Context: an optimization exercise on an open-source flow, tuned for small area, a short achievable clock period and few clock cycles. The choices shown serve that exercise and are no tape-out recipe.
RTL that was checked went through simulation tests only; none was proved equivalent to the original.
The RTL of run 2 was laid out without a check of its function.
No activity file was given, so power comes from the tool's default toggle rates.

==> flow/design.v, too long to show whole: its modules and the start of the top module <==
// module ADD: 5 lines
// module cla32: 15 lines
// module cla4: 30 lines
// module ALU: 42 lines
// module ASR32: 43 lines
// module ALUControl: 22 lines
// module MainControl: 100 lines
// module SEU: 22 lines
// module MUX32_1: 37 lines
// module MUX4_1: 9 lines
// module MUX3_1: 8 lines
// module MUX2_1: 6 lines
// module MUX2_1_5bits: 6 lines
// module RF: 62 lines
// module dec532: 41 lines
// module _register32: 10 lines
// module R_IF_ID: 17 lines
// module R_ID_EX: 53 lines
// module R_EX_MEM: 40 lines
// module R_MEM_WB: 25 lines
// module PC: 11 lines
// module FU: 20 lines
// module HDU: 20 lines
// module IF: 16 lines
// module ID: 28 lines
// module EX: 30 lines
// module MEM: 24 lines
// module WB: 12 lines
// module PipelineCPU_Hazards: 32 lines
module PipelineCPU_Hazards(i_clk,i_rst_n,o_imem_addr,i_imem_data,o_dmem_addr,o_dmem_wdata,o_dmem_we,o_dmem_re,i_dmem_rdata);
  // ...
==> flow/run.sh <==
#!/bin/bash
# synth_recipe.tcl (not shown) runs the flow's synth.tcl, then flattens the netlist and writes it again
# the make line also repeats each setting of config.mk as NAME=value (left out here)
make -C /OpenROAD-flow-scripts/flow DESIGN_CONFIG=/design/flow/config.mk WORK_HOME=/design/flow/orfs CLKGATE_MAP_FILE= SYNTH_SCRIPT=/design/flow/synth_recipe.tcl finish
==> flow/config.mk <==
export PLATFORM = sky130hd
export DESIGN_NAME = PipelineCPU_Hazards
export DESIGN_NICKNAME = PipelineCPU_Hazards
export VERILOG_FILES = /design/flow/design.v
export SDC_FILE = /design/flow/constraint.sdc
export NUM_CORES = 8
export LEC_CHECK = 0
export CAP_MARGIN = 20
export CORE_MARGIN = 2
export CORE_UTILIZATION = 40
export SLEW_MARGIN = 20
==> flow/constraint.sdc <==
create_clock -name core_clock -period 8.0 [get_ports {i_clk}]
set_input_delay 1.6000 -clock core_clock [delete_from_list [all_inputs] [get_ports {i_clk}]]
set_output_delay 1.6000 -clock core_clock [all_outputs]
set_load 0.01 [all_outputs]
==> summary.txt, run 1 <==
outcome=no timing/DRC/antenna violations; Simple-Gate Fraction of Synth Area=0.1267; GPL Wtd Cong=1.155; global-route wire length before repair=666900 um; met1 GRT Util=0.5373; seq pwr=0.00851 W; clock buf count=230; WHS=0.3493 ns; DIE WIDTH=468.7 um; WS Path Type=reg -> reg; Signal buf overhead=0.05978; # hold bufs at CTS=0; Sequential cell area=0.03493 sq mm; layout net count=9058; multi-input combinational area share=0.4878; Crit-path slowest cell=a21oi_1; CP startpoint kind=register; post-synthesis compound-gate area fraction=0.1972; row cnt=170; Slew Limit Fails=0; P_leak=41.32 nW; final worst slack=0.4456 ns; pwr dens=223.6 mW/mm^2; Post-Syn Area=0.08637 sq mm; comb_multi_in=6349; Setup crit start=U3_MEM.U1_MEM_WB.o_write_reg[2]; critical path endpoint category=register; relative slew slack=0.1402; Max Cap Viol=0; net switching power=0.008016 W; Seq pwr share=0.384; HPWL after DPL=332000 um; DRT antenna net count=0; gr usage total=0.4407
Testbench counts, summed over its fixed seeds: cycles 24,930.
==> module PipelineCPU_Hazards, before the edit <==
module PipelineCPU_Hazards(i_clk,i_rst_n,o_imem_addr,i_imem_data,o_dmem_addr,o_dmem_wdata,o_dmem_we,o_dmem_re,i_dmem_rdata);
	input i_clk,i_rst_n;
	input [31:0] i_imem_data,i_dmem_rdata;  
	output [31:0] o_imem_addr,o_dmem_addr,o_dmem_wdata;  
	output o_dmem_we,o_dmem_re;  
	wire w_PCSrc,w_RegWrite,w_EX_MEM_zero,EX_Bubble,PC_Write,IFID_Write,Jump;
	wire [1:0] w_ID_EX_WB,w_EX_MEM_WB,w_MEM_WB_ctrl,ForwardA,ForwardB;
	wire [2:0] w_ID_EX_MEM,w_EX_MEM_ctrl;
	wire [3:0] w_ID_EX_ctrl;
	wire [4:0] w_WB_ID_reg,w_ID_FU_reg,w_ID_EX_tar,w_ID_EX_des,w_EX_MEM_reg,w_MEM_WB_reg;
	wire [31:0] w_IF_ID_PC,w_IF_ID_data,
					w_ID_EX_PC,w_ID_EX_read1,w_ID_EX_read2,w_ID_EX_imm,
					w_EX_MEM_PC,w_EX_MEM_result,w_EX_MEM_read,
					w_MEM_IF_PC,w_MEM_WB_data,w_MEM_WB_result,
					w_WB_ID_data;
	IF		U0_IF(.i_clk(i_clk),.i_rst_n(i_rst_n),.i_PCSrc(w_PCSrc),.i_jump_addr({w_IF_ID_PC[31:28],w_IF_ID_data[25:0],2'b0}),.i_branch_addr(w_MEM_IF_PC),.PC_Write(PC_Write),.IFID_Write(IFID_Write),.Jump(Jump),.o_imem_addr(o_imem_addr),.i_imem_data(i_imem_data),.o_next_pc(w_IF_ID_PC),.o_data(w_IF_ID_data));
	ID		U1_ID(.i_clk(i_clk),.i_rst_n(i_rst_n),.RegWrite(w_RegWrite),.i_next_PC(w_IF_ID_PC),.i_write_reg(w_WB_ID_reg),.i_write_data(w_WB_ID_data),
					.i_data(w_IF_ID_data),.IDFlush(w_PCSrc),.EX_Bubble(EX_Bubble),.o_jump(Jump),.o_next_pc(w_ID_EX_PC),.o_read_data1(w_ID_EX_read1),.o_read_data2(w_ID_EX_read2),
					.o_imm(w_ID_EX_imm),.o_src_reg(w_ID_FU_reg),.o_tar_reg(w_ID_EX_tar),.o_des_reg(w_ID_EX_des),.o_WB_control(w_ID_EX_WB),.o_MEM_control(w_ID_EX_MEM),.o_EX_control(w_ID_EX_ctrl));
	EX		U2_EX(.i_clk(i_clk),.i_rst_n(i_rst_n),.i_next_pc(w_ID_EX_PC),.i_read_data1(w_ID_EX_read1),.i_read_data2(w_ID_EX_read2),.i_imm(w_ID_EX_imm),
					.i_tar_reg(w_ID_EX_tar),.i_des_reg(w_ID_EX_des),.i_WB_control(w_ID_EX_WB),.i_MEM_control(w_ID_EX_MEM),.i_EX_control(w_ID_EX_ctrl),
					.ForwardA(ForwardA),.ForwardB(ForwardB),.i_mem_data(w_WB_ID_data),.EXFlush(w_PCSrc),.o_branch_pc(w_EX_MEM_PC),.o_result(w_EX_MEM_result),
					.o_zero(w_EX_MEM_zero),.o_read_data2(w_EX_MEM_read),.o_write_reg(w_EX_MEM_reg),.o_WB_control(w_EX_MEM_WB),.o_MEM_control(w_EX_MEM_ctrl));
	MEM	U3_MEM(.i_clk(i_clk),.i_rst_n(i_rst_n),.i_result(w_EX_MEM_result),.i_zero(w_EX_MEM_zero),.i_read_data2(w_EX_MEM_read),.i_write_reg(w_EX_MEM_reg),
					.i_WB_control(w_EX_MEM_WB),.i_MEM_control(w_EX_MEM_ctrl),.i_branch_pc(w_EX_MEM_PC),.o_write_reg(w_MEM_WB_reg),.o_write_data(w_MEM_WB_data),
					.o_result(w_MEM_WB_result),.o_WB_control(w_MEM_WB_ctrl),.o_branch(w_PCSrc),.o_branch_pc(w_MEM_IF_PC),
					.o_dmem_addr(o_dmem_addr),.o_dmem_wdata(o_dmem_wdata),.o_dmem_we(o_dmem_we),.o_dmem_re(o_dmem_re),.i_dmem_rdata(i_dmem_rdata));
	WB		U4_WB(.i_clk(i_clk),.i_rst_n(i_rst_n),.i_write_reg(w_MEM_WB_reg),.i_write_data(w_MEM_WB_data),.i_result(w_MEM_WB_result),
					.i_WB_control(w_MEM_WB_ctrl),.o_write_reg(w_WB_ID_reg),.o_write_data(w_WB_ID_data),.o_RegWrite(w_RegWrite));
	FU		U5_FU(.IDEX_Rs(w_ID_FU_reg),.IDEX_Rt(w_ID_EX_tar),.EXMEM_Rd(w_EX_MEM_reg),.EXMEM_RegWrite(w_EX_MEM_WB[0]),.MEMWB_Rd(w_MEM_WB_reg),.MEMWB_RegWrite(w_MEM_WB_ctrl[0]),.ForwardA(ForwardA),.ForwardB(ForwardB));
	HDU	U6_HDU(.IDEX_Rt(w_ID_EX_tar),.IFID_Rs(w_IF_ID_data[25:21]),.IFID_Rt(w_IF_ID_data[20:16]),.IDEX_MemRead(w_ID_EX_MEM[1]),.EX_Bubble(EX_Bubble),.PC_Write(PC_Write),.IFID_Write(IFID_Write));
endmodule
==> run 2: changes to the inputs <==
==> flow/design.v (replaced) <==
module PipelineCPU_Hazards(i_clk,i_rst_n,o_imem_addr,i_imem_data,o_dmem_addr,o_dmem_wdata,o_dmem_we,o_dmem_re,i_dmem_rdata);
	input i_clk,i_rst_n;
	input [31:0] i_imem_data,i_dmem_rdata;
	output [31:0] o_imem_addr,o_dmem_addr,o_dmem_wdata;
	output o_dmem_we,o_dmem_re;
	reg [31:2] pc;             
	reg        e_we;           
	reg        e_ld, e_st, e_br;
	reg [4:0]  e_rd;
	reg [31:0] e_a, e_b;       
	reg [15:0] e_imm;          
	reg        e_isub;         
	reg        e_sub;          
	reg        e_addi;         
	reg        e_add;          
	reg        e_slt, e_and, e_or, e_nor, e_sll, e_srl, e_sra;
	reg [31:1] rf_v;           
	wire [31:0] rf [0:31];
	wire [31:0] simm_e = {{16{e_imm[15]}}, e_imm};
	wire [31:0] addr = e_a + simm_e;
	wire [32:0] as = {1'b0, e_a} + {1'b0, e_b ^ {32{e_sub}}} + {32'b0, e_sub};
	wire        ltu = ~as[32];
	wire [4:0]  sh = e_imm[10:6];
	wire [31:0] b_rev;
	genvar gi;
	generate for (gi = 0; gi < 32; gi = gi + 1) begin : g_rev
		assign b_rev[gi] = e_b[31-gi];
	end endgenerate
	wire [31:0] sh_in = e_sll ? b_rev : e_b;
	wire        sh_fill = e_sra & e_b[31];
	wire [63:0] sh_ext = {{32{sh_fill}}, sh_in} >> sh;
	wire [31:0] sh_r = sh_ext[31:0];
	wire [31:0] sh_l;
	generate for (gi = 0; gi < 32; gi = gi + 1) begin : g_revo
		assign sh_l[gi] = sh_r[31-gi];
	end endgenerate
	wire [31:0] result = ({32{e_addi}} & addr)
	                   | ({32{e_add}} & as[31:0])
	                   | {31'b0, e_slt & ltu}
	                   | ({32{e_and}} & (e_a & e_b))
	                   | ({32{e_or}} & (e_a | e_b))
	                   | ({32{e_nor}} & ~(e_a | e_b))
	                   | ({32{e_sll}} & sh_l)
	                   | ({32{e_srl | e_sra}} & sh_r);
	wire [31:0] wd = e_ld ? i_dmem_rdata : result;
	wire        taken = e_br & (e_a == e_b);
	assign o_dmem_addr = addr;
	assign o_dmem_wdata = e_b;
	assign o_dmem_we = e_st;
	assign o_dmem_re = e_ld;
	assign rf[0] = 32'b0;
	generate for (gi = 1; gi < 32; gi = gi + 1) begin : g_rf
		reg [31:0] q;
		always @(posedge i_clk) begin
			if (e_we && e_rd == gi) q <= wd;
		end
		assign rf[gi] = q;
	end endgenerate
	always @(posedge i_clk or negedge i_rst_n) begin
		if (!i_rst_n) rf_v <= 31'b0;
		else if (e_we) rf_v[e_rd] <= 1'b1;
	end
	wire [31:0] ins = i_imem_data;
	wire [5:0]  op = ins[31:26];
	wire [4:0]  rs = ins[25:21];
	wire [4:0]  rt = ins[20:16];
	wire [4:0]  rd = ins[15:11];
	wire [5:0]  fn = ins[5:0];
	wire is_r    = (op == 6'h00);
	wire is_addi = (op == 6'h08);
	wire is_lw   = (op == 6'h23);
	wire is_sw   = (op == 6'h2B);
	wire is_beq  = (op == 6'h04);
	wire is_j    = (op == 6'h02);
	wire [4:0] dst = is_r ? rd : rt;
	wire       wen = (is_r | is_addi | is_lw) & (dst != 5'd0);
	wire [31:0] v = {rf_v, 1'b0};
	reg  [31:0] rf_a, rf_b;
	integer k;
	always @(*) begin
		rf_a = 32'b0;
		rf_b = 32'b0;
		for (k = 1; k < 32; k = k + 1) begin
			rf_a = rf_a | ({32{v[k] && rs == k}} & rf[k]);
			rf_b = rf_b | ({32{v[k] && rt == k}} & rf[k]);
		end
	end
	wire fwd_a = e_we & (e_rd == rs);
	wire fwd_b = e_we & (e_rd == rt);
	wire [31:0] a_n = fwd_a ? wd : rf_a;
	wire [31:0] b_n = fwd_b ? wd : rf_b;
	wire [31:2] pc4 = pc + 30'd1;
	always @(posedge i_clk) begin
		e_rd   <= dst;
		e_a    <= a_n;
		e_b    <= b_n;
		e_imm  <= ins[15:0];
		e_addi <= is_addi | is_lw | is_sw;
		e_sub  <= (fn == 6'h22) | (fn == 6'h2A);
		e_add  <= is_r & ((fn == 6'h20) | (fn == 6'h22));
		e_slt  <= is_r & (fn == 6'h2A);
		e_and  <= is_r & (fn == 6'h24);
		e_or   <= is_r & (fn == 6'h25);
		e_nor  <= is_r & (fn == 6'h27);
		e_sll  <= is_r & (fn == 6'h00);
		e_srl  <= is_r & (fn == 6'h02);
		e_sra  <= is_r & (fn == 6'h03);
	end
	always @(posedge i_clk or negedge i_rst_n) begin
		if (!i_rst_n) begin
			pc   <= 30'b0;
			e_we <= 1'b0;
			e_ld <= 1'b0;
			e_st <= 1'b0;
			e_br <= 1'b0;
		end else begin
			e_we <= wen & ~taken;
			e_ld <= is_lw & ~taken;
			e_st <= is_sw & ~taken;
			e_br <= is_beq & ~taken;
			if (taken)     pc <= pc + {{14{e_imm[15]}}, e_imm};    
			else if (is_j) pc <= {pc4[31:28], ins[25:0]};
			else           pc <= pc4;
		end
	end
	assign o_imem_addr = {pc, 2'b00};
endmodule
==> run 2 against run 1 <==
  * Fmax grew 14%
  * Cell count shrank 43%
  * Register-to-register slack gained 2.3 ns
  * Sequential share of layout area grew 15 points
  * Hold slack gained 0.13 ns
  * Critical path depth shrank 18
  * Die area shrank 33%
  * Global-route usage shrank 6.0 points
  * Critical path type is now reg -> out
  * Critical endpoint is now o_dmem_addr[30]
  * Largest cell class is now flip-flops and latches
  * Largest power group unchanged
==> summary.txt, run 2 <==
vias post-DR=51349 (was 81879); crit share post-route=0.8259 (was 0.9443); die area=0.1481 sq mm (was 0.2197 sq mm); HPWL after DPL=178600 um (was 332000 um); max layer used=met5 (unchanged); outcome=no timing/DRC/antenna violations (unchanged); clock latency (worst-skew pair)=0.78 ns (was 0.86 ns); Critical Path RT=6.40 ns (was 8.72 ns); CTS clk-pin slew, worst paths=0.07 ns (was 0.06 ns); Inserted Clock Buffers=114 (was 161); input/output buffers=161 (was 163); ys flop type=edfxtp_1 (was dfrtp_1); register bit total from synthesis=1152 (was 1394); Worst Hold Class=reg -> reg (unchanged); pwr dens=214.2 mW/mm^2 (was 223.6 mW/mm^2); Commonest cells post-synth=edfxtp_1, clkbuf_1, a221oi_1, a22o_1, a22oi_1 (was dfrtp_1, nor2_1, a21oi_1, nand2_1, clkbuf_1); gate count after technology mapping=4638 (was 8806); global-route wire length before repair=391300 um (was 666900 um); initial DRC count=11671 (was 12804); Sequential cell area=0.03333 sq mm (was 0.03493 sq mm); commonest non-fill, non-tap cells in the layout=edfxtp_1, a221oi_1, a22o_1, a22oi_1, buf_4 (was dfrtp_1, nor2_1, a21oi_1, nand2_1, mux4_2); GPL Wtd Cong=1.025 (was 1.155); largest net degree at the start of global routing=66 (was 171); top-area cell type share of the netlist area=0.5136 (was 0.4039); Worst path most repeated cell=a21oi_1 (was buf_4); CP max stage delay=0.93 ns (was 0.54 ns); antenna violations before repair=22 (was 72); Sinks on Clock Net=1152 (was 1394); layout cell share with drive strength beyond 1=0.1278 (was 0.1987); Detailed Route WL=289400 um (was 489700 um); # hold bufs at CTS=0 (unchanged); Post-Layout Cell Count=6758 (was 11787); Final Skew=0.06114 ns (was 0.08310 ns); gr usage total=0.3808 (was 0.4407); Routed WL per cell=42.82 um (was 41.55 um); sequential-to-total area share from yosys stat=0.5744 (was 0.4039); post-CTS setup buffer count=0 (unchanged); Inst Count DP=6524 (was 11445); WS Path Type=reg -> out (was reg -> reg); Max FO, Critical Path=36 (was 23); Synth area leaders=edfxtp_1, a221oi_1, a22o_1 (was dfrtp_1, mux4_2, a21oi_1); critical path endpoint category=output pin (was register); Die H=384.8 um (was 468.7 um); Post-Syn Area=0.05800 sq mm (was 0.08637 sq mm); Least-Margin Pin Slew=1.310 ns (was 1.276 ns); DIE WIDTH=384.8 um (was 468.7 um); CTS root buf=clkbuf_16 (unchanged); # setup viols final=0 (unchanged); # IOs=164 (unchanged); critical path arrival=5.01 ns (was 8.27 ns); Slew Limit Fails=0 (unchanged); Util after Layout=0.4625 (was 0.4617); WL met3=46110 um (was 55180 um); async set-reset flop share out of synthesis=0.05642 (was 1.000); YS warnings=1 (was 15); core area=0.1438 sq mm (was 0.2146 sq mm); row cnt=139 (was 170); Biggest register=g_rf.q; initial core utilization=0.4032 (was 0.4024); grt ovf=0 (unchanged); max reg flops=992; RSZ-0062 raised after global routing=no (unchanged); fmax=151.4 MHz (was 132.4 MHz); setup TNS=0 ns (unchanged); Post-synth EDFFs=992 (was 0); Largest regs=g_rf.q (992), e_a (32), e_b (32); worst vdd ir=0.1654 mV (was 0.2290 mV); Final Hold Fails=0 (unchanged); P&R area growth vs syn=14.70% (was 14.73%); DRC viols=0 (unchanged); # resized after CTS=0 (unchanged); vias in the first global route=47946 (was 78909); M1 WL=93840 um (was 180700 um); worst-case clock buffer depth=3 (unchanged); Tmin final=6.607 ns (was 7.554 ns); DRT antenna net count=0 (unchanged); relative slew slack=0.1198 (was 0.1402); Filler Cell Count=12678 (was 19990); met2 WL post-DR=118300 um (was 208300 um); CP startpoint kind=register (unchanged); drt first pass iters=15 (unchanged); CTS tree=built (unchanged); vias per cell=7.598 (was 6.947); P_leak=23.19 nW (was 41.32 nW); commonest non-fill, non-tap cell in the layout=edfxtp_1 (was dfrtp_1); most frequent cell after synthesis=edfxtp_1 (was dfrtp_1); area of the multi-input gates=0.02316 sq mm (was 0.04834 sq mm); area leader, netlist=edfxtp_1 (was dfrtp_1); H-tree depth=3 (was 4); Synth cell types=94 (was 104); Max Cap Viol=0 (unchanged); WHS=0.4762 ns (was 0.3493 ns); crit path cell chain=ha_1 -> a21oi_1 -> nand2b_1 -> o311ai_0 -> a21oi_1 -> nor3_1 -> o21ai_1 -> o21ai_0 -> xor2_1 -> clkdlybuf4s50_1; Post-Syn Area per Cell=12.50 sq um (was 9.808 sq um); Crit-path slowest cell=dfxtp_2 (was a21oi_1); layout net count=4976 (was 9058)
-- run 2: changes by cell type in the layout (fill, tap and decap cells not counted), sizes merged, moves of 536 or more --
cell	previous run	this run
dfrtp	1394	65
a21oi	1023	174
nor2	1087	174
nand2	803	180
mux4	588	52
edfxtp	0	992
-- run 2: worst paths after layout --
| check | startpoint | endpoint | slack [ns] | cells past startpoint |
|---|---|---|---|---|
| hold / removal | pc[31] | pc[31] | 0.48 | 1 |
| hold reg to reg | pc[31] | pc[31] | 0.48 | 1 |
| min in group asynchronous | i_rst_n | rf_v[27] | 0.94 | 1 |
| setup / recovery | e_imm[15] | o_dmem_addr[30] | 1.39 | 10 |
| max in group asynchronous | i_rst_n | e_ld | 6.41 | 1 |
| setup reg to reg | e_imm[6] | g_rf[15].q[15] | 2.71 | 11 |
-- run 2: through the flow --
stage | area (sq um) | setup slack [ns] | power [W]
final | 66520 | 1.393 | 0.01425
after global placement | 62610 | 2.115 | 0.008757
after floorplan | 58000 | 3.539 | 0.007994
after detailed placement | 62620 | 2.196 | 0.008763
after CTS | 66410 | 1.343 | 0.01420
after global routing | 66480 | 1.242 | 0.01463
-- run 2: where the power goes --
part	internal (W)	switching [W]	total, W	leakage [nW]
sequential	0.00659	0.000227	0.00682	10.2
clock	0.00310	0.00245	0.00555	1.82
combinational	0.000808	0.00107	0.00187	11.2
total	0.0105	0.00375	0.0142	23.2
-- run 2: cell type report --
class                   instances  area share
flip-flops and latches       1152      0.5010
multi-input cells            2972      0.3481
repair buffers                374     0.05026
clock buffers                 147     0.04597
well taps                    1903     0.03579
clock inverters                65     0.01108
inverters                     125    0.007053
diodes                         20   0.0007523
-- run 2: worst max-delay path, delay by kind of cell, from the launching register on --
family                   cells  cell delay (ns)
XOR/XNOR                     1             0.32
AND/OR/NAND/NOR              2             0.27
adder cells (fa/ha/maj)      1             0.44
AO/OA/AOI/OAI                5             1.59
buffers and inverters        1             0.62
flip-flops                   1             0.93
-- run 2: routing by layer --
layer	up-vias	track usage
li1	19198	-
met1	24479	0.4479
met2	5689	0.5517
met3	1957	0.1532
met4	26	0.2985
met5	-	0.009747
-- run 2: cells by family (layout without fill, tap and decap cells) --
| family | Yosys count | in the layout | share of synthesized area |
|---|---|---|---|
| flops | 1152 | 1152 | 0.5744 |
| other cells | 1 | 22 | 0.00006466 |
| mux | 155 | 155 | 0.03918 |
| simple gates | 891 | 891 | 0.07827 |
| buf+inv | 515 | 711 | 0.03434 |
| fa+ha+maj | 171 | 171 | 0.03728 |
| compound gates | 1603 | 1603 | 0.2138 |
| xor+xnor | 150 | 150 | 0.02265 |
==> run 3: changes to the inputs <==
==> flow/design.v (replaced) <==
module PipelineCPU_Hazards(i_clk,i_rst_n,o_imem_addr,i_imem_data,o_dmem_addr,o_dmem_wdata,o_dmem_we,o_dmem_re,i_dmem_rdata);
	input i_clk,i_rst_n;
	input [31:0] i_imem_data,i_dmem_rdata;
	output [31:0] o_imem_addr,o_dmem_addr,o_dmem_wdata;
	output o_dmem_we,o_dmem_re;
	genvar gi;
	integer k;
	reg [31:2] pc;             
	reg        e_we, e_ld, e_st, e_br;
	reg [4:0]  e_rd;
	reg [31:0] e_a, e_b;       
	reg        e_fa_m, e_fa_l, e_fa_r, e_fb_m, e_fb_l, e_fb_r;
	reg [15:0] e_imm;          
	reg [31:2] e_tgt;          
	reg        e_sub;          
	reg        e_addi;         
	reg        e_add;          
	reg        e_slt, e_and, e_or, e_nor, e_sll, e_srl, e_sra;
	reg        m_we, m_ld, m_st;
	reg [4:0]  m_rd;
	reg [31:0] m_res;          
	reg [31:0] m_sd;           
	reg [31:1] rf_v;           
	wire [31:0] rf [0:31];
	wire [31:0] wd = m_ld ? i_dmem_rdata : m_res;
	assign o_dmem_addr  = m_res;
	assign o_dmem_wdata = m_sd;
	assign o_dmem_we    = m_st;
	assign o_dmem_re    = m_ld;
	assign rf[0] = 32'b0;
	generate for (gi = 1; gi < 32; gi = gi + 1) begin : g_rf
		reg [31:0] q;
		always @(posedge i_clk) begin
			if (m_we && m_rd == gi) q <= wd;
		end
		assign rf[gi] = q;
	end endgenerate
	always @(posedge i_clk or negedge i_rst_n) begin
		if (!i_rst_n) rf_v <= 31'b0;
		else if (m_we) rf_v[m_rd] <= 1'b1;
	end
	wire [31:0] a = ({32{e_fa_m}} & m_res) | ({32{e_fa_l}} & i_dmem_rdata) | ({32{e_fa_r}} & e_a);
	wire [31:0] b = ({32{e_fb_m}} & m_res) | ({32{e_fb_l}} & i_dmem_rdata) | ({32{e_fb_r}} & e_b);
	wire [31:0] simm_e = {{16{e_imm[15]}}, e_imm};
	wire [31:0] addr, as;
	wire        as_co;
	add32 u_addr(.a(a), .b(simm_e), .ci(1'b0), .s(addr), .co());
	add32 u_as(.a(a), .b(b ^ {32{e_sub}}), .ci(e_sub), .s(as), .co(as_co));
	wire        ltu = ~as_co;
	wire [4:0]  sh = e_imm[10:6];
	wire [31:0] b_rev;
	generate for (gi = 0; gi < 32; gi = gi + 1) begin : g_rev
		assign b_rev[gi] = b[31-gi];
	end endgenerate
	wire [31:0] sh_in = e_sll ? b_rev : b;
	wire        sh_fill = e_sra & b[31];
	wire [63:0] sh_ext = {{32{sh_fill}}, sh_in} >> sh;
	wire [31:0] sh_r = sh_ext[31:0];
	wire [31:0] sh_l;
	generate for (gi = 0; gi < 32; gi = gi + 1) begin : g_revo
		assign sh_l[gi] = sh_r[31-gi];
	end endgenerate
	wire [31:0] result = ({32{e_addi}} & addr)
	                   | ({32{e_add}} & as)
	                   | {31'b0, e_slt & ltu}
	                   | ({32{e_and}} & (a & b))
	                   | ({32{e_or}} & (a | b))
	                   | ({32{e_nor}} & ~(a | b))
	                   | ({32{e_sll}} & sh_l)
	                   | ({32{e_srl | e_sra}} & sh_r);
	wire taken = e_br & (a == b);
	always @(posedge i_clk) begin
		m_rd  <= e_rd;
		m_res <= result;
		m_sd  <= b;
	end
	always @(posedge i_clk or negedge i_rst_n) begin
		if (!i_rst_n) begin
			m_we <= 1'b0;
			m_ld <= 1'b0;
			m_st <= 1'b0;
		end else begin
			m_we <= e_we;
			m_ld <= e_ld;
			m_st <= e_st;
		end
	end
	wire [31:0] ins = i_imem_data;
	wire [5:0]  op = ins[31:26];
	wire [4:0]  rs = ins[25:21];
	wire [4:0]  rt = ins[20:16];
	wire [4:0]  rd = ins[15:11];
	wire [5:0]  fn = ins[5:0];
	wire is_r    = (op == 6'h00);
	wire is_addi = (op == 6'h08);
	wire is_lw   = (op == 6'h23);
	wire is_sw   = (op == 6'h2B);
	wire is_beq  = (op == 6'h04);
	wire is_j    = (op == 6'h02);
	wire [4:0] dst = is_r ? rd : rt;
	wire       wen = (is_r | is_addi | is_lw) & (dst != 5'd0);
	wire       ub  = is_beq & (rs == rt);       
	wire d_go  = ~taken;                        
	wire [31:0] v = {rf_v, 1'b0};
	reg  [31:0] rf_a, rf_b;
	always @(*) begin
		rf_a = 32'b0;
		rf_b = 32'b0;
		for (k = 1; k < 32; k = k + 1) begin
			rf_a = rf_a | ({32{v[k] && rs == k}} & rf[k]);
			rf_b = rf_b | ({32{v[k] && rt == k}} & rf[k]);
		end
	end
	wire [31:0] a_n = (m_we && m_rd == rs) ? wd : rf_a;
	wire [31:0] b_n = (m_we && m_rd == rt) ? wd : rf_b;
	wire [31:2] pc4 = pc + 30'd1;
	wire [30:0] tsum = {pc, 1'b1} + {{14{ins[15]}}, ins[15:0], 1'b1};
	wire [31:2] d_tgt = tsum[30:1];
	always @(posedge i_clk) begin
		e_rd   <= dst;
		e_a    <= a_n;
		e_b    <= b_n;
		e_fa_m <= e_we & ~e_ld & (e_rd == rs);
		e_fa_l <= e_we & e_ld & (e_rd == rs);
		e_fa_r <= ~(e_we & (e_rd == rs));
		e_fb_m <= e_we & ~e_ld & (e_rd == rt);
		e_fb_l <= e_we & e_ld & (e_rd == rt);
		e_fb_r <= ~(e_we & (e_rd == rt));
		e_imm  <= ins[15:0];
		e_tgt  <= d_tgt;
		e_addi <= is_addi | is_lw | is_sw;
		e_sub  <= is_r & ((fn == 6'h22) | (fn == 6'h2A));
		e_add  <= is_r & ((fn == 6'h20) | (fn == 6'h22));
		e_slt  <= is_r & (fn == 6'h2A);
		e_and  <= is_r & (fn == 6'h24);
		e_or   <= is_r & (fn == 6'h25);
		e_nor  <= is_r & (fn == 6'h27);
		e_sll  <= is_r & (fn == 6'h00);
		e_srl  <= is_r & (fn == 6'h02);
		e_sra  <= is_r & (fn == 6'h03);
	end
	always @(posedge i_clk or negedge i_rst_n) begin
		if (!i_rst_n) begin
			pc   <= 30'b0;
			e_we <= 1'b0;
			e_ld <= 1'b0;
			e_st <= 1'b0;
			e_br <= 1'b0;
		end else begin
			e_we <= d_go & wen;
			e_ld <= d_go & is_lw;
			e_st <= d_go & is_sw;
			e_br <= d_go & is_beq & ~ub;
			if (taken)              pc <= e_tgt;
			else if (is_j)          pc <= {pc4[31:28], ins[25:0]};
			else if (ub)            pc <= d_tgt;
			else                    pc <= pc4;
		end
	end
	assign o_imem_addr = {pc, 2'b00};
endmodule
module add32(a, b, ci, s, co);
	input [31:0] a, b;
	input ci;
	output [31:0] s;
	output co;
	assign {co, s} = {1'b0, a} + {1'b0, b} + {32'b0, ci};
endmodule
--- a/flow/config.mk
+++ b/flow/config.mk
@@ -6,6 +6,10 @@
 export NUM_CORES = 8
 export LEC_CHECK = 0
+export ABC_AREA = 1
 export CAP_MARGIN = 20
 export CORE_MARGIN = 2
 export CORE_UTILIZATION = 40
+export SETUP_SLACK_MARGIN = 4.5
 export SLEW_MARGIN = 20
+export SYNTH_HIERARCHICAL = 1
+export SYNTH_MINIMUM_KEEP_SIZE = 0
==> run 3 against run 2 <==
  * Still clean on timing, DRC and antenna
  * Clock power increased by 28%
  * Count of clock-buffer cells in the layout is 42 higher
  * Synthesized area is 18% higher
  * Critical path depth is 4 higher
  * Critical path type is now in -> reg
  * Critical endpoint is now e_b[28]
  * Highest routed layer unchanged
==> summary.txt, run 3 <==
Critical Path RT=8.69 ns (was 6.40 ns); Max Cap Viol=0 (unchanged); die area=0.1744 sq mm (was 0.1481 sq mm); critical path arrival=4.21 ns (was 5.01 ns); YS warnings=7 (was 1); H-tree depth=4 (was 3); met2 WL post-DR=165100 um (was 118300 um); Sinks on Clock Net=1260 (was 1152); R2R Setup Slk=4.57 ns (was 2.71 ns); vias post-DR=68768 (was 51349); layout net count=8722 (was 4976); CTS clk-pin slew, worst paths=0.06 ns (was 0.07 ns); Routed WL per cell=36.82 um (was 42.82 um); pwr dens=207.0 mW/mm^2 (was 214.2 mW/mm^2); area of the multi-input gates=0.02924 sq mm (was 0.02316 sq mm); GPL Wtd Cong=1.069 (was 1.025); grt ovf=0 (unchanged); reg2reg start=m_ld (was e_imm[6]); PnR Total Power=0.01720 W (was 0.01425 W); DRC viols=0 (unchanged); layout cell share with drive strength beyond 1=0.1523 (was 0.1278); clock latency (worst-skew pair)=0.85 ns (was 0.78 ns); fmax=283.7 MHz (was 151.4 MHz); Biggest register=g_rf.q (unchanged); WL met3=57460 um (was 46110 um); crit path cell chain=clkbuf_2 -> inv_2 -> nand2_1 -> inv_1 -> nand3_1 -> buf_4 -> buf_6 -> o22ai_1 -> nor2_1 -> nand2_1 -> nor2_1 -> nand3_1 -> o21ai_2 -> inv_1 (was ha_1 -> a21oi_1 -> nand2b_1 -> o311ai_0 -> a21oi_1 -> nor3_1 -> o21ai_1 -> o21ai_0 -> xor2_1 -> clkdlybuf4s50_1); P&R area growth vs syn=21.46% (was 14.70%); Filler Cell Count=16265 (was 12678); Util after Layout=0.4898 (was 0.4625); Worst Hold Class=reg -> reg (unchanged); Hold Crit Start=e_rd[1] (was pc[31]); r2r endpoint=e_b[9] (was g_rf[15].q[15]); input/output buffers=161 (unchanged); Post-Place Worst Slack=2.186 ns (was 2.196 ns); gr usage total=0.4437 (was 0.3808); commonest non-fill, non-tap cells in the layout=nand2_1, inv_1, edfxtp_1, nor2_1, nand3_1 (was edfxtp_1, a221oi_1, a22o_1, a22oi_1, buf_4); vias per cell=6.337 (was 7.598); setup TNS=0 ns (unchanged); vias in the first global route=62780 (was 47946); hold depth=0 (was 1); Detailed Route WL=399500 um (was 289400 um); Tmin final=3.525 ns (was 6.607 ns); initial DRC count=12382 (was 11671); initial core utilization=0.4033 (was 0.4032); Slew Limit Fails=0 (unchanged); worst vdd ir=0.2279 mV (was 0.1654 mV); CP max stage delay=0.36 ns (was 0.93 ns); Sequential cell area=0.03558 sq mm (was 0.03333 sq mm); Bufs and invs on worst path=6 (was 1); HPWL after DPL=253500 um (was 178600 um); Post-Syn Area per Cell=8.479 sq um (was 12.50 sq um); largest net degree at the start of global routing=69 (was 66); DIE WIDTH=417.6 um (was 384.8 um); CTS root buf=clkbuf_16 (unchanged); final worst slack=4.475 ns (was 1.393 ns); Die H=417.6 um (was 384.8 um); CP startpoint kind=input pin (was register); RSZ-0062 raised after global routing=yes (was no); DRT antenna net count=0 (unchanged); # IOs=164 (unchanged); Final Skew=0.07111 ns (was 0.06114 ns); row cnt=151 (was 139); CTS tree=built (unchanged); core area=0.1697 sq mm (was 0.1438 sq mm); Post-Syn Area=0.06842 sq mm (was 0.05800 sq mm); P_leak=38.23 nW (was 23.19 nW); Max FO, Critical Path=12 (was 36); gate count after technology mapping=8070 (was 4638); # setup viols final=0 (unchanged); WS Path Type=in -> reg (was reg -> out); max reg flops=992 (unchanged); Inserted Clock Buffers=145 (was 114); global-route wire length before repair=527500 um (was 391300 um); Crit-path slowest cell=buf_4 (was dfxtp_2); Final Hold Fails=0 (unchanged); crit share post-route=0.4407 (was 0.8259); outcome=no timing/DRC/antenna violations (unchanged); M1 WL=137700 um (was 93840 um); relative slew slack=0.1146 (was 0.1198); worst-case clock buffer depth=3 (unchanged); reg2reg path depth=6 (was 11); max layer used=met5 (unchanged); critical path endpoint category=register (was output pin); crit-path leading delay family=buffers and inverters (was compound AO/OA/AOI/OAI gates); Worst Hold End=m_rd[1] (was pc[31]); Least-Margin Pin Slew=1.319 ns (was 1.310 ns); drt first pass iters=9 (was 15); antenna violations before repair=31 (was 22); commonest non-fill, non-tap cell in the layout=nand2_1 (was edfxtp_1)
[run 3: power breakdown]
group / switching [W] / leakage [nW] / total [W] / internal (W)
clock: 0.00298 / 2.43 / 0.00710 / 0.00412
sequential: 0.000277 / 9.64 / 0.00752 / 0.00724
combinational: 0.00169 / 26.2 / 0.00258 / 0.000886
[run 3: per-layer routing]
metal	up-vias	global-route usage
met1	32565	0.5396
met4	28	0.3343
met5	-	0
met3	1873	0.1513
li1	27959	-
met2	6343	0.6491
[run 3: worst max-delay path by stage]
| stage | start | to | slack [ns] | depth (start not counted) |
|---|---|---|---|---|
| finish | i_imem_data[17] | e_b[28] | 4.47 | 14 |
| global route | i_imem_data[4] | pc[29] | 4.42 | 14 |
| CTS | i_dmem_rdata[0] | m_res[30] | 4.50 | 19 |
| detailed placement | i_dmem_rdata[21] | pc[20] | 2.19 | 13 |
| global placement | i_dmem_rdata[21] | pc[20] | 2.10 | 13 |
| floorplan | i_dmem_rdata[0] | m_res[30] | 4.33 | 17 |
[run 3: repair_timing]
item / CTS / global route
cloned: 2 / 4
endpoints found under the setup margin: 219 / 142
setup buffers: 121 / 56
resized for setup: 602 / 249
pin swaps: 60 / 69
hold buffers: 0 / 0
[run 3: through the flow]
step,instance area (sq um),hold WS (ns),cells
2_1_floorplan,68590,0.3312,8072
3_3_place_gp,73410,0.3348,10369
3_5_place_dp,73410,0.3347,10369
4_1_cts,81640,0.3384,10755
5_1_grt,83020,0.3486,10818
6_report,83100,0.3334,10851
[run 3: final cells by class]
type / count / area share
flip-flops and latches: 1260 / 0.4281
multi-input cells: 5138 / 0.3519
inverters: 1396 / 0.06530
repair buffers: 540 / 0.06024
clock buffers: 189 / 0.04800
well taps: 2218 / 0.03339
clock inverters: 74 / 0.01195
diodes: 36 / 0.001084
[run 3: worst reg2reg max path, stage by stage, from the launching register on]
cell     delay (ns)
dfrtp_2        0.44
buf_4          0.20
buf_4          0.34
o21ai_1        1.10
inv_1          0.81
o21ai_0        0.36
inv_1          0.06
Testbench counts of run 3, summed over its fixed seeds: cycles 21,541.
==> run 4: changes to the inputs <==
--- a/flow/design.v
+++ b/flow/design.v
@@ -9,6 +9,6 @@
 	reg        e_we, e_ld, e_st, e_br;
 	reg [4:0]  e_rd;
-	reg [31:0] e_a, e_b;       
-	reg        e_fa_m, e_fa_l, e_fa_r, e_fb_m, e_fb_l, e_fb_r;
+	reg [31:0] e_a;            
+	reg [31:0] e_b;            
 	reg [15:0] e_imm;          
 	reg [31:2] e_tgt;          
@@ -40,11 +40,11 @@
 		else if (m_we) rf_v[m_rd] <= 1'b1;
 	end
-	wire [31:0] a = ({32{e_fa_m}} & m_res) | ({32{e_fa_l}} & i_dmem_rdata) | ({32{e_fa_r}} & e_a);
-	wire [31:0] b = ({32{e_fb_m}} & m_res) | ({32{e_fb_l}} & i_dmem_rdata) | ({32{e_fb_r}} & e_b);
+	wire [31:0] a = e_a;
+	wire [31:0] b = e_b;
 	wire [31:0] simm_e = {{16{e_imm[15]}}, e_imm};
 	wire [31:0] addr, as;
 	wire        as_co;
 	add32 u_addr(.a(a), .b(simm_e), .ci(1'b0), .s(addr), .co());
-	add32 u_as(.a(a), .b(b ^ {32{e_sub}}), .ci(e_sub), .s(as), .co(as_co));
+	add32 u_as(.a(a), .b(b), .ci(e_sub), .s(as), .co(as_co));
 	wire        ltu = ~as_co;
 	wire [4:0]  sh = e_imm[10:6];
@@ -101,5 +101,9 @@
 	wire       wen = (is_r | is_addi | is_lw) & (dst != 5'd0);
 	wire       ub  = is_beq & (rs == rt);       
-	wire d_go  = ~taken;                        
+	wire       use_rs = is_r | is_addi | is_lw | is_sw | (is_beq & ~ub);
+	wire       use_rt = is_r | is_sw | (is_beq & ~ub);
+	wire       sub_n = is_r & ((fn == 6'h22) | (fn == 6'h2A));
+	wire stall = e_ld & e_we & ((use_rs & (e_rd == rs)) | (use_rt & (e_rd == rt)));
+	wire d_go  = ~stall & ~taken;               
 	wire [31:0] v = {rf_v, 1'b0};
 	reg  [31:0] rf_a, rf_b;
@@ -112,6 +116,6 @@
 		end
 	end
-	wire [31:0] a_n = (m_we && m_rd == rs) ? wd : rf_a;
-	wire [31:0] b_n = (m_we && m_rd == rt) ? wd : rf_b;
+	wire [31:0] a_n = (e_we && e_rd == rs) ? result : (m_we && m_rd == rs) ? wd : rf_a;
+	wire [31:0] b_n = (e_we && e_rd == rt) ? result : (m_we && m_rd == rt) ? wd : rf_b;
 	wire [31:2] pc4 = pc + 30'd1;
 	wire [30:0] tsum = {pc, 1'b1} + {{14{ins[15]}}, ins[15:0], 1'b1};
@@ -120,15 +124,9 @@
 		e_rd   <= dst;
 		e_a    <= a_n;
-		e_b    <= b_n;
-		e_fa_m <= e_we & ~e_ld & (e_rd == rs);
-		e_fa_l <= e_we & e_ld & (e_rd == rs);
-		e_fa_r <= ~(e_we & (e_rd == rs));
-		e_fb_m <= e_we & ~e_ld & (e_rd == rt);
-		e_fb_l <= e_we & e_ld & (e_rd == rt);
-		e_fb_r <= ~(e_we & (e_rd == rt));
+		e_b    <= b_n ^ {32{sub_n}};
 		e_imm  <= ins[15:0];
 		e_tgt  <= d_tgt;
 		e_addi <= is_addi | is_lw | is_sw;
-		e_sub  <= is_r & ((fn == 6'h22) | (fn == 6'h2A));
+		e_sub  <= sub_n;
 		e_add  <= is_r & ((fn == 6'h20) | (fn == 6'h22));
 		e_slt  <= is_r & (fn == 6'h2A);
@@ -153,4 +151,5 @@
 			e_br <= d_go & is_beq & ~ub;
 			if (taken)              pc <= e_tgt;
+			else if (stall)         pc <= pc;
 			else if (is_j)          pc <= {pc4[31:28], ins[25:0]};
 			else if (ub)            pc <= d_tgt;
@@ -165,4 +164,5 @@
 	output [31:0] s;
 	output co;
-	assign {co, s} = {1'b0, a} + {1'b0, b} + {32'b0, ci};
+	wire [33:0] t = {1'b0, a, 1'b1} + {1'b0, b, ci};
+	assign {co, s} = t[33:1];
 endmodule
--- a/flow/config.mk
+++ b/flow/config.mk
@@ -6,10 +6,9 @@
 export NUM_CORES = 8
 export LEC_CHECK = 0
-export ABC_AREA = 1
 export CAP_MARGIN = 20
 export CORE_MARGIN = 2
 export CORE_UTILIZATION = 40
+export CTS_CLUSTER_DIAMETER = 80
+export CTS_CLUSTER_SIZE = 24
 export SETUP_SLACK_MARGIN = 4.5
 export SLEW_MARGIN = 20
-export SYNTH_HIERARCHICAL = 1
-export SYNTH_MINIMUM_KEEP_SIZE = 0
==> run 4 against run 3 <==
  * Sequential share of layout area up 6.1 points
  * Critical endpoint is now e_b[31]
  * Core utilization down 1.3 points
  * Setup slack worse by 0.15 ns
  * Register-to-register slack worse by 0.14 ns
  * Hold slack better by 0.015 ns
  * Via count down 18%
  * Count of clock-buffer cells in the layout down 92
  * Cell count down 32%
  * Still clean on timing, DRC and antenna
==> summary.txt, run 4 <==
most frequent cell after synthesis=edfxtp_1; critical path arrival=4.33 ns (was 4.21 ns); register bit total from synthesis=1254; layout cell share with drive strength beyond 1=0.1957 (was 0.1523); die area=0.1570 sq mm (was 0.1744 sq mm); async set-reset flop share out of synthesis=0.05423; Net Sw Frac=0.2824 (was 0.2875); row cnt=143 (was 151); Tmin final=3.674 ns (was 3.525 ns); Inserted Clock Buffers=71 (was 145); Synth cell types=84; relative slew slack=0.2252 (was 0.1146); commonest non-fill, non-tap cells in the layout=edfxtp_1, a22oi_1, buf_4, nand2_1, a221oi_1 (was nand2_1, inv_1, edfxtp_1, nor2_1, nand3_1); initial DRC count=11947 (was 12382); Final Skew=0.04723 ns (was 0.07111 ns); DRC viols=0 (unchanged); vias per cell=7.644 (was 6.337); clock latency (worst-skew pair)=0.74 ns (was 0.85 ns); reg2reg path depth=11 (was 6); vias post-DR=56503 (was 68768); net switching power=0.003950 W (was 0.004945 W); antenna violations before repair=21 (was 31); grt ovf=0 (unchanged); worst vdd ir=0.1493 mV (was 0.2279 mV); gate count after technology mapping=5099 (was 8070); critical path endpoint category=register (unchanged); largest net degree at the start of global routing=69 (unchanged); clock group share of total power=0.300 (was 0.413); P_leak=25.41 nW (was 38.23 nW); fmax=272.2 MHz (was 283.7 MHz); vias in the first global route=51683 (was 62780); initial core utilization=0.4040 (was 0.4033); CTS clk-pin slew, worst paths=0.10 ns (was 0.06 ns); top-area cell type share of the netlist area=0.4842; # IOs=164 (unchanged); CTS tree=built (unchanged); sequential-to-total area share from yosys stat=0.5750; global-route wire length before repair=429100 um (was 527500 um); Slew Limit Fails=0 (unchanged); H-tree depth=3 (was 4); area leader, netlist=edfxtp_1; Seq pwr share=0.535 (was 0.437); CTS root buf=clkbuf_16 (unchanged); Commonest cells post-synth=edfxtp_1, a22oi_1, clkbuf_1, nand2_1, a221oi_1; cell internal pwr=0.01004 W (was 0.01225 W); Final Hold Fails=0 (unchanged); pwr dens=192.7 mW/mm^2 (was 207.0 mW/mm^2); Critical Path RT=8.65 ns (was 8.69 ns); GPL Wtd Cong=1.040 (was 1.069); DIE WIDTH=396.2 um (was 417.6 um); hold depth=0 (unchanged); Least-Margin Pin Slew=1.157 ns (was 1.319 ns); input/output buffers=161 (unchanged); Die H=396.2 um (was 417.6 um); CP startpoint kind=input pin (unchanged); drt first pass iters=17 (was 9); design area=0.07259 sq mm (was 0.08310 sq mm); gr usage total=0.3934 (was 0.4437); Max Cap Viol=0 (unchanged); outcome=no timing/DRC/antenna violations (unchanged); Detailed Route WL=322600 um (was 399500 um); YS warnings=1 (was 7); setup TNS=0 ns (unchanged); core area=0.1523 sq mm (was 0.1697 sq mm); # setup viols final=0 (unchanged); worst-case clock buffer depth=3 (unchanged); combinational power share=0.165 (was 0.150); P&R area growth vs syn=18.00% (was 21.46%); placed cell area=0.06592 sq mm (was 0.07341 sq mm); Post-Syn Area=0.06152 sq mm (was 0.06842 sq mm); crit share post-route=0.4593 (was 0.4407); Post-synth EDFFs=992; ys flop type=edfxtp_1; WS Path Type=in -> reg (unchanged); Sinks on Clock Net=1254 (was 1260); Worst Hold Class=reg -> reg (unchanged); Post-Syn Area per Cell=12.06 sq um (was 8.479 sq um); DRT antenna net count=0 (unchanged); Routed WL per cell=43.65 um (was 36.82 um); layout net count=5485 (was 8722); RSZ-0062 raised after global routing=yes (unchanged); Max FO, Critical Path=23 (was 12); HPWL after DPL=184700 um (was 253500 um); Biggest register=g_rf.q (unchanged); commonest non-fill, non-tap cell in the layout=edfxtp_1 (was nand2_1); max reg flops=992 (unchanged); Synth area leaders=edfxtp_1, a22oi_1, dfxtp_1
-- run 4: power groups by stage --
stage | registers (W) | clock network [W] | logic (W)
floorplan | 0.00752 | 0 | 0.00128
detailed placement | 0.00759 | 0 | 0.00193
global placement | 0.00759 | 0 | 0.00191
CTS | 0.00746 | 0.00416 | 0.00213
global route | 0.00750 | 0.00438 | 0.00247
finish | 0.00748 | 0.00420 | 0.00231
-- run 4: cells by family after synthesis --
logic type                 synth area share
buffers and inverters               0.03480
muxes                               0.04047
xor gates and xnor gates            0.02164
adders and majority gates           0.02884
and+or+nand+nor                     0.09110
AOI/OAI and AO/OA                    0.2081
DFF                                  0.5750
other                            0.00006096
-- run 4: path summary, 6_finish.rpt --
path | slack, ns | end | startpoint
setup / recovery | 4.33 | e_b[31] | i_imem_data[16]
hold / removal | 0.35 | m_st | e_st
setup reg to reg | 4.43 | pc[27] | e_b[30]
hold reg to reg | 0.35 | m_st | e_st
max in group asynchronous | 6.28 | pc[21] | i_rst_n
min in group asynchronous | 1.00 | pc[28] | i_rst_n
-- run 4: cell type report --
type	instances	area [sq um]
flip-flops and latches	1254	35530
repair buffers	510	5259
multi-input cells	3306	26380
fillers	13338	79670
clock inverters	32	356.6
clock buffers	97	1907
repair inverters	1	5.005
well taps	2030	2540
diodes	27	67.56
inverters	135	556.8
-- run 4: stage by stage --
step | worst slack [ns] | power [W] | util | std cells | hold slack (ns)
5_1_grt | 4.372 | 0.01435 | 0.4765 | 7373 | 0.3593
3_3_place_gp | 2.049 | 0.009496 | 0.4327 | 7038 | 0.3369
3_5_place_dp | 2.034 | 0.009519 | 0.4329 | 7040 | 0.3410
6_report | 4.326 | 0.01399 | 0.4768 | 7392 | 0.3483
2_1_floorplan | 4.031 | 0.008804 | - | 5100 | 0.3312
4_1_cts | 4.409 | 0.01375 | 0.4637 | 7270 | 0.3519
-- run 4: repair_timing --
| item | in CTS | in global routing |
|---|---|---|
| pin swaps | 57 | 63 |
| setup endpoints to repair | 179 | 128 |
| gates resized for setup | 451 | 258 |
| cloned | 10 | 9 |
| hold buffers | 0 | 0 |
| setup buffers | 91 | 86 |
-- run 4: critical path, cell delays in order --
cell and delay, ns:
buf_16 0.12, buf_4 0.13, nor2_4 0.29, and3_4 0.50, buf_12 0.34, a22oi_1 0.14
nand3_1 0.12, nor4_2 0.05, nand2_1 0.07, o211ai_1 0.47, o21ai_1 0.29, xnor2_1 0.14
-- run 4: routing by layer --
layer	up-vias	GRT usage	wire length, um	share of wire
li1	20944	-	-	-
met3	2265	0.1780	54160	0.17
met4	24	0.2938	33410	0.10
met2	6300	0.5571	129500	0.40
met5	-	0.02863	545	0.0017
met1	26970	0.4646	105000	0.33
Testbench counts of run 4, summed over its fixed seeds: cycles 21,767.
==> run 5: changes to the inputs <==
--- a/flow/design.v
+++ b/flow/design.v
@@ -17,9 +17,11 @@
 	reg        e_add;          
 	reg        e_slt, e_and, e_or, e_nor, e_sll, e_srl, e_sra;
+	reg [3:0]  e_sa, e_sb;     
+	reg [1:0]  e_sc;           
 	reg        m_we, m_ld, m_st;
 	reg [4:0]  m_rd;
 	reg [31:0] m_res;          
 	reg [31:0] m_sd;           
-	reg [31:1] rf_v;           
+	reg [31:0] rf_v;           
 	wire [31:0] rf [0:31];
 	wire [31:0] wd = m_ld ? i_dmem_rdata : m_res;
@@ -36,8 +38,11 @@
 		assign rf[gi] = q;
 	end endgenerate
-	always @(posedge i_clk or negedge i_rst_n) begin
-		if (!i_rst_n) rf_v <= 31'b0;
-		else if (m_we) rf_v[m_rd] <= 1'b1;
-	end
+	always @(*) rf_v[0] = 1'b0;
+	generate for (gi = 1; gi < 32; gi = gi + 1) begin : g_rfv
+		always @(posedge i_clk or negedge i_rst_n) begin
+			if (!i_rst_n) rf_v[gi] <= 1'b0;
+			else if (m_we && m_rd == gi) rf_v[gi] <= 1'b1;
+		end
+	end endgenerate
 	wire [31:0] a = e_a;
 	wire [31:0] b = e_b;
@@ -48,5 +53,4 @@
 	add32 u_as(.a(a), .b(b), .ci(e_sub), .s(as), .co(as_co));
 	wire        ltu = ~as_co;
-	wire [4:0]  sh = e_imm[10:6];
 	wire [31:0] b_rev;
 	generate for (gi = 0; gi < 32; gi = gi + 1) begin : g_rev
@@ -55,6 +59,13 @@
 	wire [31:0] sh_in = e_sll ? b_rev : b;
 	wire        sh_fill = e_sra & b[31];
-	wire [63:0] sh_ext = {{32{sh_fill}}, sh_in} >> sh;
-	wire [31:0] sh_r = sh_ext[31:0];
+	wire [34:0] sx = {{3{sh_fill}}, sh_in};
+	wire [31:0] sy, sz, sh_r;
+	wire [43:0] syx = {{12{sh_fill}}, sy};
+	wire [47:0] szx = {{16{sh_fill}}, sz};
+	generate for (gi = 0; gi < 32; gi = gi + 1) begin : g_sh
+		assign sy[gi] = |(e_sa & {sx[gi+3], sx[gi+2], sx[gi+1], sx[gi]});
+		assign sz[gi] = |(e_sb & {syx[gi+12], syx[gi+8], syx[gi+4], syx[gi]});
+		assign sh_r[gi] = |(e_sc & {szx[gi+16], szx[gi]});
+	end endgenerate
 	wire [31:0] sh_l;
 	generate for (gi = 0; gi < 32; gi = gi + 1) begin : g_revo
@@ -106,5 +117,5 @@
 	wire stall = e_ld & e_we & ((use_rs & (e_rd == rs)) | (use_rt & (e_rd == rt)));
 	wire d_go  = ~stall & ~taken;               
-	wire [31:0] v = {rf_v, 1'b0};
+	wire [31:0] v = rf_v;
 	reg  [31:0] rf_a, rf_b;
 	always @(*) begin
@@ -121,4 +132,11 @@
 	wire [30:0] tsum = {pc, 1'b1} + {{14{ins[15]}}, ins[15:0], 1'b1};
 	wire [31:2] d_tgt = tsum[30:1];
+	wire p_t = taken;
+	wire p_s = ~taken & stall;
+	wire p_j = ~taken & ~stall & is_j;
+	wire p_u = ~taken & ~stall & ~is_j & ub;
+	wire p_4 = ~taken & ~stall & ~is_j & ~ub;
+	wire [31:2] pc_n = ({30{p_t}} & e_tgt) | ({30{p_s}} & pc) | ({30{p_j}} & {pc4[31:28], ins[25:0]})
+	                 | ({30{p_u}} & d_tgt) | ({30{p_4}} & pc4);
 	always @(posedge i_clk) begin
 		e_rd   <= dst;
@@ -137,4 +155,7 @@
 		e_srl  <= is_r & (fn == 6'h02);
 		e_sra  <= is_r & (fn == 6'h03);
+		e_sa   <= 4'b0001 << ins[7:6];
+		e_sb   <= 4'b0001 << ins[9:8];
+		e_sc   <= 2'b01 << ins[10];
 	end
 	always @(posedge i_clk or negedge i_rst_n) begin
@@ -150,9 +171,5 @@
 			e_st <= d_go & is_sw;
 			e_br <= d_go & is_beq & ~ub;
-			if (taken)              pc <= e_tgt;
-			else if (stall)         pc <= pc;
-			else if (is_j)          pc <= {pc4[31:28], ins[25:0]};
-			else if (ub)            pc <= d_tgt;
-			else                    pc <= pc4;
+			pc <= pc_n;
 		end
 	end
==> run 5 against run 4 <==
  * Routed wire length down 0.20%
  * Sequential power up 1%
  * Sequential share of layout area up 1.5 points
  * Hold slack better by 0.010 ns
  * Global-route usage up 1.3 points
  * Register-to-register slack better by 0.07 ns
  * Fmax up 0.13%
  * Clock skew up 0.0062 ns
  * Critical endpoint is now e_a[20]
  * Largest cell class unchanged
  * Synthesized cell count down 3.2%
  * Die area down 2.2%
  * Critical path depth down 1
==> summary.txt, run 5 <==
area leader, netlist=edfxtp_1 (unchanged); Final Skew=0.05343 ns (was 0.04723 ns); WHS=0.3584 ns (was 0.3483 ns); global-route wire length before repair=426200 um (was 429100 um); CTS clk-pin slew, worst paths=0.10 ns (about the same); Critical Path Stages=11 (was 12); Post-Syn Area per Cell=12.18 sq um (was 12.06 sq um); Least-Margin Pin Slew=1.201 ns (was 1.157 ns); register bit total from synthesis=1263 (was 1254); Inst Count DP=6872 (was 7040); Util after Layout=0.4722 (was 0.4768); P&R area growth vs syn=17.48% (was 18.00%); Biggest register=g_rf.q (unchanged); Synth area leaders=edfxtp_1, a22oi_1, dfxtp_1 (unchanged); CTS root buf=clkbuf_16 (unchanged); async set-reset flop share out of synthesis=0.05384 (was 0.05423); Final Hold Fails=0 (unchanged); sequential-to-total area share from yosys stat=0.5913 (was 0.5750); pwr dens=198.3 mW/mm^2 (was 192.7 mW/mm^2); commonest non-fill, non-tap cells in the layout=edfxtp_1, a22oi_1, buf_4, a221oi_1, a22o_1 (was edfxtp_1, a22oi_1, buf_4, nand2_1, a221oi_1); commonest non-fill, non-tap cell in the layout=edfxtp_1 (unchanged); Synth cell types=90 (was 84); H-tree depth=3 (unchanged); worst vdd ir=0.1531 mV (was 0.1493 mV); DRC viols=0 (unchanged); Post-synth EDFFs=992 (unchanged); core area=0.1496 sq mm (was 0.1523 sq mm); P_leak=24.26 nW (was 25.41 nW); initial core utilization=0.4019 (was 0.4040); R2R Setup Slk=4.50 ns (was 4.43 ns); row cnt=142 (was 143); reg2reg start=e_sll (was e_b[30]); gr usage total=0.4064 (was 0.3934); # IOs=164 (unchanged); YS warnings=1 (unchanged); initial DRC count=12560 (was 11947); max reg flops=992 (unchanged); DRT antenna net count=0 (unchanged); Post-Place Worst Slack=2.264 ns (was 2.034 ns); Worst Hold Class=reg -> reg (unchanged); ys flop type=edfxtp_1 (unchanged); Critical Path RT=8.68 ns (was 8.65 ns); fmax=272.5 MHz (was 272.2 MHz); setup TNS=0 ns (unchanged); Sinks on Clock Net=1263 (was 1254); CP startpoint kind=input pin (unchanged); critical path arrival=4.35 ns (was 4.33 ns); CP max stage delay=0.55 ns (was 0.50 ns); critical path endpoint=e_a[20] (was e_b[31]); HPWL after DPL=186400 um (was 184700 um); vias in the first global route=50119 (was 51683); worst-case clock buffer depth=3 (unchanged); antenna violations before repair=27 (was 21); crit-path leading delay family=simple AND/OR/NAND/NOR gates (unchanged); largest net degree at the start of global routing=69 (unchanged); drt first pass iters=20 (was 17); grt ovf=0 (unchanged); layout net count=5298 (was 5485); crit path cell chain=clkbuf_4 -> nor3b_4 -> and3_4 -> buf_8 -> a22o_1 -> a221oi_1 -> nand3_1 -> nor2_1 -> nand4_1 -> o22ai_2 -> a21oi_1 (was buf_16 -> buf_4 -> nor2_4 -> and3_4 -> buf_12 -> a22oi_1 -> nand3_1 -> nor4_2 -> nand2_1 -> o211ai_1 -> o21ai_1 -> xnor2_1); layout cell share with drive strength beyond 1=0.1875 (was 0.1957); clock latency (worst-skew pair)=0.76 ns (was 0.74 ns); most frequent cell after synthesis=edfxtp_1 (unchanged); final worst slack=4.330 ns (was 4.326 ns); Max Cap Viol=0 (unchanged); top-area cell type share of the netlist area=0.4954 (was 0.4842); RSZ-0062 raised after global routing=yes (unchanged); vias per cell=7.566 (was 7.644); Crit-path slowest cell=and3_4 (unchanged); # setup viols final=0 (unchanged); WS Path Type=in -> reg (unchanged); GPL Wtd Cong=1.039 (was 1.040); reg2reg path depth=11 (unchanged); critical path endpoint category=register (unchanged); Tmin final=3.670 ns (was 3.674 ns); gate count after technology mapping=4938 (was 5099); Inserted Clock Buffers=72 (was 71); outcome=no timing/DRC/antenna violations (unchanged); Setup crit start=i_imem_data[21] (was i_imem_data[16]); CTS tree=built (unchanged); Die H=391.7 um (was 396.2 um); Max FO, Critical Path=21 (was 23); Bufs and invs on worst path=2 (was 3); Detailed Route WL=322000 um (was 322600 um); Routed WL per cell=44.78 um (was 43.65 um); Commonest cells post-synth=edfxtp_1, a22oi_1, clkbuf_1, a221oi_1, nor2_1 (was edfxtp_1, a22oi_1, clkbuf_1, nand2_1, a221oi_1); die area=0.1534 sq mm (was 0.1570 sq mm); Post-Syn Area=0.06013 sq mm (was 0.06152 sq mm); input/output buffers=161 (unchanged); r2r endpoint=e_a[7] (was pc[27]); relative slew slack=0.1994 (was 0.2252); vias post-DR=54408 (was 56503); Post-Layout Cell Count=7191 (was 7392); Slew Limit Fails=0 (unchanged); DIE WIDTH=391.7 um (was 396.2 um); crit share post-route=0.4587 (was 0.4593)
==> run 5: changes by cell type after synthesis, sizes merged, moves of 20 or more <==
cell | previous run | this run
a22oi | 528 | 592
mux2i | 65 | 33
nand3 | 178 | 148
mux4 | 50 | 0
inv | 135 | 107
o21ai | 190 | 136
o221ai | 30 | 10
nand2 | 234 | 179
or2 | 12 | 44
a21oi | 168 | 194
o211ai | 50 | 27
==> run 5: area by class of cell <==
class	instances	area [sq um]
Antenna cell	12	30.03
Clock buffer	106	2013
Clock inverter	27	435.4
Fill cell	13371	78960
Inverter	113	454.2
Multi-Input combinational cell	3176	24900
Sequential cell	1263	35650
Tap cell	2016	2522
Timing Repair Buffer	478	4633
==> run 5: cells by family after synthesis <==
kind of cell / count (synthesis) / share of synthesized area
flops: 1263 / 0.5913
xor+xnor: 143 / 0.02083
compound gates: 1746 / 0.2192
mux: 111 / 0.02060
simple gates: 1038 / 0.08840
fa+ha+maj: 128 / 0.02701
other cells: 1 / 0.00006237
buf+inv: 508 / 0.03259
==> run 5: worst min-delay path by stage <==
stage                     depth (start not counted)  endpoint  startpoint
final                                             0      m_st        e_st
after CTS                                         0      m_st        e_st
after detailed placement                          0      m_st        e_st
after floorplan                                   0      m_st        e_st
after global placement                            0      m_st        e_st
after global routing                              0      m_st        e_st
==> run 5: power by group <==
| part | internal, W | total [W] | switching (W) | leakage [nW] |
|---|---|---|---|---|
| Clock | 0.00195 | 0.00437 | 0.00242 | 1.18 |
| Combinational | 0.000916 | 0.00207 | 0.00116 | 11.5 |
| Sequential | 0.00724 | 0.00756 | 0.000323 | 11.6 |
| Total | 0.0101 | 0.0140 | 0.00390 | 24.3 |
==> run 5: layer usage <==
metal	up-vias	global-route usage	share of wire
met5	-	0.008612	0.00081
met4	24	0.3322	0.11
met3	2113	0.1953	0.17
met2	5906	0.5720	0.40
met1	26054	0.4660	0.32
li1	20311	-	-
==> run 5: stage by stage <==
stage	instance area [sq um]	total power, W
3_3_place_gp	64550	0.009465
3_5_place_dp	64560	0.009482
5_1_grt	70620	0.01438
4_1_cts	69400	0.01381
6_report	70640	0.01401
2_1_floorplan	60800	0.008736
==> run 5: repair_timing <==
action	in CTS	in global routing
setup endpoints to repair	153	111
cloned	11	1
hold buffers	0	0
buffers inserted	103	58
gates resized for setup	408	178
pin swaps	61	59
Testbench counts of run 5, summed over its fixed seeds: cycles 21,767.
==> run 6: changes to the inputs <==
==> flow/flow/run.sh (new file) <==
#!/bin/bash
# The standard layout (the standard.sh, standard synthesis and all ORFS
# steps unchanged), except that the input and output port buffers are
# sky130_fd_sc_hd__buf_2 cells instead of the delay cell buffer_ports picks
# by default. Every port still gets its own buffer.
set -euo pipefail
bash standard.sh 'BUFFER_PORTS_ARGS=-buffer_cell sky130_fd_sc_hd__buf_2' finish > standard_flow.log 2>&1
==> flow/standard.sh (new file) <==
#!/bin/bash
# synth_recipe.tcl (not shown) runs the flow's synth.tcl, then flattens the netlist and writes it again
# the make line also repeats each setting of config.mk as NAME=value (left out here)
make -C /OpenROAD-flow-scripts/flow DESIGN_CONFIG=/design/flow/config.mk WORK_HOME=/design/flow/orfs CLKGATE_MAP_FILE= SYNTH_SCRIPT=/design/flow/synth_recipe.tcl "${@:-finish}"
removed: flow/run.sh
==> run 6 against run 5 <==
  * Die area stayed put
  * Final area fell by 2.0%
  * Synthesized area stayed put
  * Cell count is 0.43% lower
  * Total power is 0.77% lower
  * Fmax shrank 1.6%
  * Still clean
==> summary.txt, run 6 <==
outcome=no timing/DRC/antenna violations (unchanged); YS warnings=1 (unchanged); relative slew slack=0.1615 (was 0.1994); WS Path Type=in -> reg (unchanged); initial core utilization=0.4019 (unchanged); vias per cell=7.525 (was 7.566); design area=0.06923 sq mm (was 0.07064 sq mm); Sinks on Clock Net=1263 (unchanged); r2r endpoint=g_rf[31].q[3] (was e_a[7]); Synth area leaders=edfxtp_1, a22oi_1, dfxtp_1 (unchanged); net switching power=0.003863 W (was 0.003900 W); post-synthesis adder-cell area fraction=0.02701 (unchanged); Filler Cell Count=13458 (was 13371); gr usage total=0.3917 (was 0.4064); layout cell share with drive strength beyond 1=0.2018 (was 0.1875); clock latency (worst-skew pair)=0.77 ns (was 0.76 ns); H-tree depth=3 (unchanged); grt ovf=0 (unchanged); vias in the first global route=49732 (was 50119); Critical Path RT=8.69 ns (was 8.68 ns); Detailed Route WL=311700 um (was 322000 um); RSZ-0062 raised after global routing=yes (unchanged); # hold bufs at CTS=0 (unchanged); clock group share of total power=0.320 (was 0.312); critical path endpoint category=register (unchanged); Inserted Clock Buffers=73 (was 72); Synth cell types=90 (unchanged); reg2reg path depth=3 (was 11); async set-reset flop share out of synthesis=0.05384 (unchanged); pwr dens=200.8 mW/mm^2 (was 198.3 mW/mm^2); Crit-path slowest cell=o211ai_1 (was and3_4); Post-synth EDFFs=992 (unchanged); Die H=391.7 um (unchanged); Post-Syn Area per Cell=12.18 sq um (unchanged); commonest non-fill, non-tap cells in the layout=edfxtp_1, a22oi_1, buf_4, a221oi_1, a22o_1 (unchanged); antenna violations before repair=22 (was 27); CP max stage delay=0.50 ns (was 0.55 ns); CP startpoint kind=input pin (unchanged); gate count after technology mapping=4938 (unchanged); ys flop type=edfxtp_1 (unchanged); DRC viols=0 (unchanged); drt first pass iters=11 (was 20); Routed WL per cell=43.53 um (was 44.78 um); Max Cap Viol=0 (unchanged); Tmin final=3.729 ns (was 3.670 ns); hold depth=0 (unchanged); layout net count=5263 (was 5298); area leader, netlist=edfxtp_1 (unchanged); crit path cell chain=buf_4 -> nor3b_2 -> and3_4 -> buf_4 -> buf_4 -> a22oi_1 -> nand4_1 -> nor3_2 -> nand2_1 -> o211ai_1 -> o21ai_1 (was clkbuf_4 -> nor3b_4 -> and3_4 -> buf_8 -> a22o_1 -> a221oi_1 -> nand3_1 -> nor2_1 -> nand4_1 -> o22ai_2 -> a21oi_1)
[run 6: worst max path at each step]
| stage | from | to | slack [ns] | depth (start not counted) |
|---|---|---|---|---|
| after global routing | i_imem_data[22] | e_a[27] | 4.29 | 11 |
| after CTS | e_imm[15] | e_b[22] | 4.42 | 12 |
| after global placement | i_imem_data[23] | e_a[7] | 2.65 | 9 |
| final | i_imem_data[23] | e_a[27] | 4.27 | 11 |
| after floorplan | i_imem_data[0] | pc[26] | 4.35 | 13 |
| after detailed placement | i_imem_data[21] | e_a[7] | 2.69 | 10 |
[run 6: per-layer routing]
metal | part of all wire | global-route usage
met5 | 0.0013 | 0.007656
met4 | 0.11 | 0.3055
met3 | 0.17 | 0.1740
met2 | 0.40 | 0.5519
met1 | 0.33 | 0.4639
[run 6: repair_timing]
action / 4_1_cts / 5_1_grt
setup endpoints to repair: 133 / 117
gates resized for setup: 235 / 190
cloned: 6 / 3
setup buffers: 72 / 55
pin swaps: 36 / 55
[run 6: kinds of logic after synthesis]
kind of cell    Yosys count
compound gates         1746
buf+inv                 508
fa+ha+maj               128
simple gates           1038
mux                     111
flops                  1263
other cells               1
xor+xnor                143
[run 6: power by group through the flow]
stage	sequential, W	combinational (W)	clock [W]
after floorplan	0.00758	0.00116	0
after global placement	0.00765	0.00169	0
after detailed placement	0.00765	0.00172	0
after CTS	0.00751	0.00180	0.00441
after global routing	0.00755	0.00208	0.00466
final	0.00752	0.00193	0.00445
[run 6: layout make-up]
cell class	count	share of cell area
antenna	19	0.0006867
clock buffer	99	0.02931
clock inverter	32	0.006542
inverter	113	0.006434
multi-input combinational	3175	0.3552
sequential	1263	0.5145
tap	2016	0.03643
timing repair buffer	443	0.05080
[run 6: stage by stage]
step           utilization  total power (W)  cells  hold slack, ns
2_1_floorplan            -         0.008736   4939          0.3312
3_3_place_gp        0.4258         0.009346   6869          0.3375
3_5_place_dp        0.4262         0.009370   6872          0.3363
4_1_cts             0.4534          0.01372   7081          0.3731
5_1_grt             0.4625          0.01429   7144          0.3790
6_report            0.4628          0.01390   7160          0.3659

-- afterwards: timing with drivers on the ports --
Ports are ideal in the flow. The routed layouts listed here were re-timed in OpenROAD.
Step 1, drivers: a clkbuf_16 drives i_clk and a buf_2 each remaining input, both assumed.
Step 2 times the ports against the registers' clock, not the clock port: input delays grow and output delays shrink by t, the midpoint of the rising clock arrivals with the driver on.
Three values: ideal, step 1, step 2; two values: the first two.
run | t (ns) | setup WS [ns]
run 1 | 0.928 | 0.446 / 0.446 / 0.446
run 2 | 0.838 | 1.393 / 1.306 / 2.129
run 3 | 0.895 | 4.475 / 4.432 / 3.605
run 4 | 0.802 | 4.326 / 4.308 / 3.506
run 5 | 0.815 | 4.330 / 4.394 / 3.579
run 6 | 0.827 | 4.271 / 4.288 / 3.461
After both steps setup and hold are still met in every run listed.
